What follows belongs to an exercise in optimizing a design on an open flow for small area; a production flow would make more cautious choices. No driver is modelled on the clock port, so clock power and skew are understated where the tree is cut down; a real chip needs a root buffer or a tree. Power and IR drop assume default switching activity.

## job 101
// i2s
module i2s(
    input               rst_i,
    input               mck_i,
    input               lrck_i,
    input               bck_i,
    input               data_i,
    output              mck_o,
    output              lrck_o,
    output              data_o,
    output reg          sdo,
    output reg          sync
);
assign  mck_o = mck_i;
assign  lrck_o = lrck_i;
assign  data_o = data_i;
reg     lr1;
reg     d0;
always @(negedge bck_i) begin
    lr1 <= rst_i & lrck_i;
    d0 <= data_i;
end
localparam [1:0] CMD = 2'd2, D1 = 2'd0, D2 = 2'd1, IDLE = 2'd3;
localparam [7:0] FB = 8'b00101101;
reg         lr2;
reg [6:0]   dl;
reg [31:0]  sh;
reg [1:0]   ph;
reg [2:0]   k;       
reg         f;
wire start = lr1 ^ lr2;
wire load = !rst_i || start;
wire trans = k == 3'd0;     
wire data = ph == D1 || ph == D2;
wire pu = f & ~lr1;
wire dbit = f ? ~lr1 : sh[31];
wire cbit = pu ? (k == 3'd6 || k == 3'd4)
               : (k == 3'd7 || (trans && !lr1));
always @(posedge bck_i) begin
    lr2 <= lr1;
    dl <= {dl[5:0], d0};
    if (data)
        sh <= {sh[30:16], sh[15] & ~f, sh[14:0], dl[6] ^ (ph == D1 && k == 3'd1)};
    if (load) begin
        k <= 3'd1;
        ph <= CMD;
    end
    else begin
        k <= {k[1:0], FB[k]};
        if (trans)
            case (ph)
                CMD: ph <= D1;
                D1: ph <= D2;
                D2: ph <= IDLE;
                default: ph <= IDLE;
            endcase
    end
    if (!rst_i)
        f <= 1'b1;
    else if (start && !lr1)
        f <= 1'b0;
    if (rst_i) begin
        sync <= !start && ph == IDLE;
        sdo <= data ? dbit : (ph == CMD && cbit);
    end
end
endmodule
Size in the first run: roughly 82 cells after synthesis, ~10 I/O pins.
==> module i2s, before the edit <==
module i2s(
    input               rst_i,
    input               mck_i,
    input               lrck_i,
    input               bck_i,
    input               data_i,
    output              mck_o,
    output              lrck_o,
    output              data_o,
    output reg          sdo,
    output reg          sync
);
assign  mck_o = mck_i;
assign  lrck_o = lrck_i;
assign  data_o = data_i;
reg     lr1;
reg     d0;
always @(negedge bck_i) begin
    lr1 <= rst_i & lrck_i;
    d0 <= data_i;
end
localparam [1:0] CMD = 2'd2, D1 = 2'd0, D2 = 2'd1, IDLE = 2'd3;
localparam [7:0] FB = 8'b00101101;
reg         lr2;
reg [6:0]   dl;
reg [31:0]  sh;
reg [1:0]   ph;
reg [2:0]   k;       
reg         f;
wire start = lr1 ^ lr2;
wire load = !rst_i || start;
wire trans = k == 3'd0;     
wire data = ph == D1 || ph == D2;
wire pu = f & ~lr1;
wire dbit = f ? ~lr1 : sh[31];
wire cbit = pu ? (k == 3'd6 || k == 3'd4)
               : (k == 3'd7 || (trans && !lr1));
always @(posedge bck_i) begin
    lr2 <= lr1;
    dl <= {dl[5:0], d0};
    if (data)
        sh <= {sh[30:16], sh[15] & ~f, sh[14:0], dl[6] ^ (ph == D1 && k == 3'd1)};
    if (load) begin
        k <= 3'd1;
        ph <= CMD;
    end
    else begin
        k <= {k[1:0], FB[k]};
        if (trans)
            case (ph)
                CMD: ph <= D1;
                D1: ph <= D2;
                D2: ph <= IDLE;
                default: ph <= IDLE;
            endcase
    end
    if (!rst_i)
        f <= 1'b1;
    else if (start && !lr1)
        f <= 1'b0;
    if (rst_i) begin
        sync <= !start && ph == IDLE;
        sdo <= data ? dbit : (ph == CMD && cbit);
    end
end
endmodule
export LEC_CHECK = 0
export CAP_MARGIN = 20
export CORE_MARGIN = 2
export CORE_UTILIZATION = 40
export SLEW_MARGIN = 20
create_clock -name core_clock -period 10.0 [get_ports {bck_i}]
standard.sh (not shown) runs the stock make flow with config.mk's settings and CLKGATE_MAP_FILE= SYNTH_SCRIPT=/design/flow/synth_recipe.tcl, a recipe that flattens the netlist after the stock synthesis.
==> flow/flow/run.sh <==
#!/bin/bash
# The standard layout (standard.sh), with these changes:
#  - ports are buffered with buf_1 instead of the default clkdlybuf4s50_1;
#  - the clock tree is a flat one (flow/flat_cts.tcl): the clock port drives
#    4 sky130_fd_sc_hd__clkbuf_4 cells, each driving a cluster of nearby clock sinks;
#  - power recovery (downsizing off the critical paths) after global routing,
#    followed by another design repair (flow/post_grt.tcl).
# make's output goes to standard.log, each step's log to orfs/logs/.
set -euo pipefail
export BUFFER_PORTS_ARGS="-buffer_cell sky130_fd_sc_hd__buf_1"
export PRE_CTS_TCL="$PWD/flow/flat_cts.tcl"
export POST_GLOBAL_ROUTE_TCL="$PWD/flow/post_grt.tcl"
export FLAT_CTS_N=4
export FLAT_CTS_CELL=sky130_fd_sc_hd__clkbuf_4
export FLAT_CTS_NET=bck_i
export FLAT_CTS_KEEP_INVERTERS=0
export FLAT_CTS_UNBUFFER=1
export RECOVER_POWER=0
bash standard.sh > standard.log 2>&1
Other scripts of this flow, unchanged in this note and not shown: flow/flow/flat_cts.tcl, flow/flow/post_grt.tcl
Inputs modified between job 101 and job 102:
--- a/flow/design.v
+++ b/flow/design.v
@@ -20,5 +20,5 @@
     d0 <= data_i;
 end
-localparam [1:0] CMD = 2'd2, D1 = 2'd0, D2 = 2'd1, IDLE = 2'd3;
+localparam [1:0] CMD = 2'd0, D1 = 2'd2, D2 = 2'd3, IDLE = 2'd1;
 localparam [7:0] FB = 8'b00101101;
 reg         lr2;
@@ -30,17 +30,17 @@
 wire start = lr1 ^ lr2;
 wire load = !rst_i || start;
-wire trans = k == 3'd0;     
+wire trans = k == 3'd1;     
 wire data = ph == D1 || ph == D2;
 wire pu = f & ~lr1;
 wire dbit = f ? ~lr1 : sh[31];
-wire cbit = pu ? (k == 3'd6 || k == 3'd4)
-               : (k == 3'd7 || (trans && !lr1));
+wire cbit = pu ? (k == 3'd4 || k == 3'd0)
+               : (k == 3'd6 || (trans && !lr1));
 always @(posedge bck_i) begin
     lr2 <= lr1;
-    dl <= {dl[5:0], d0};
+    dl <= {dl[5] ^ (ph == CMD && trans), dl[4:0], d0};   
     if (data)
-        sh <= {sh[30:16], sh[15] & ~f, sh[14:0], dl[6] ^ (ph == D1 && k == 3'd1)};
+        sh <= {sh[30:16], sh[15] & ~f, sh[14:0], dl[6]};
     if (load) begin
-        k <= 3'd1;
+        k <= 3'd2;
         ph <= CMD;
     end
## What came out
- Per the comparison of job 102 with job 101, core footprint did not really move; number of nets in the layout went up; die footprint did not really move; wire length did not really move; fraction of power spent switching nets did not really move.
- As far as starting density of the core is concerned, job 102 and job 101 perform about the same.
- Compare job 102 and job 101 | power higher: job 101
- Job 101 and job 102 ended up with roughly the same insertion delay to the later sink of the worst-skew pair.
- Job 102 against job 101: core utilization lower; synthesized cell count grew by 3; first-pass GRT wire length now larger; starting DRC count in detailed routing picked up an extra about 120%; overall via count from detail_route decreased by 12 relative to the old numbers.
- Relative to job 101, fraction of standard cell area that is sequential increased by 0.39 points in job 102.
Function was not checked in any run of this note: the RTL went through the layout flow alone. In every run of this note, the design's own scripts or RTL, not TritonCTS, make the clock network.
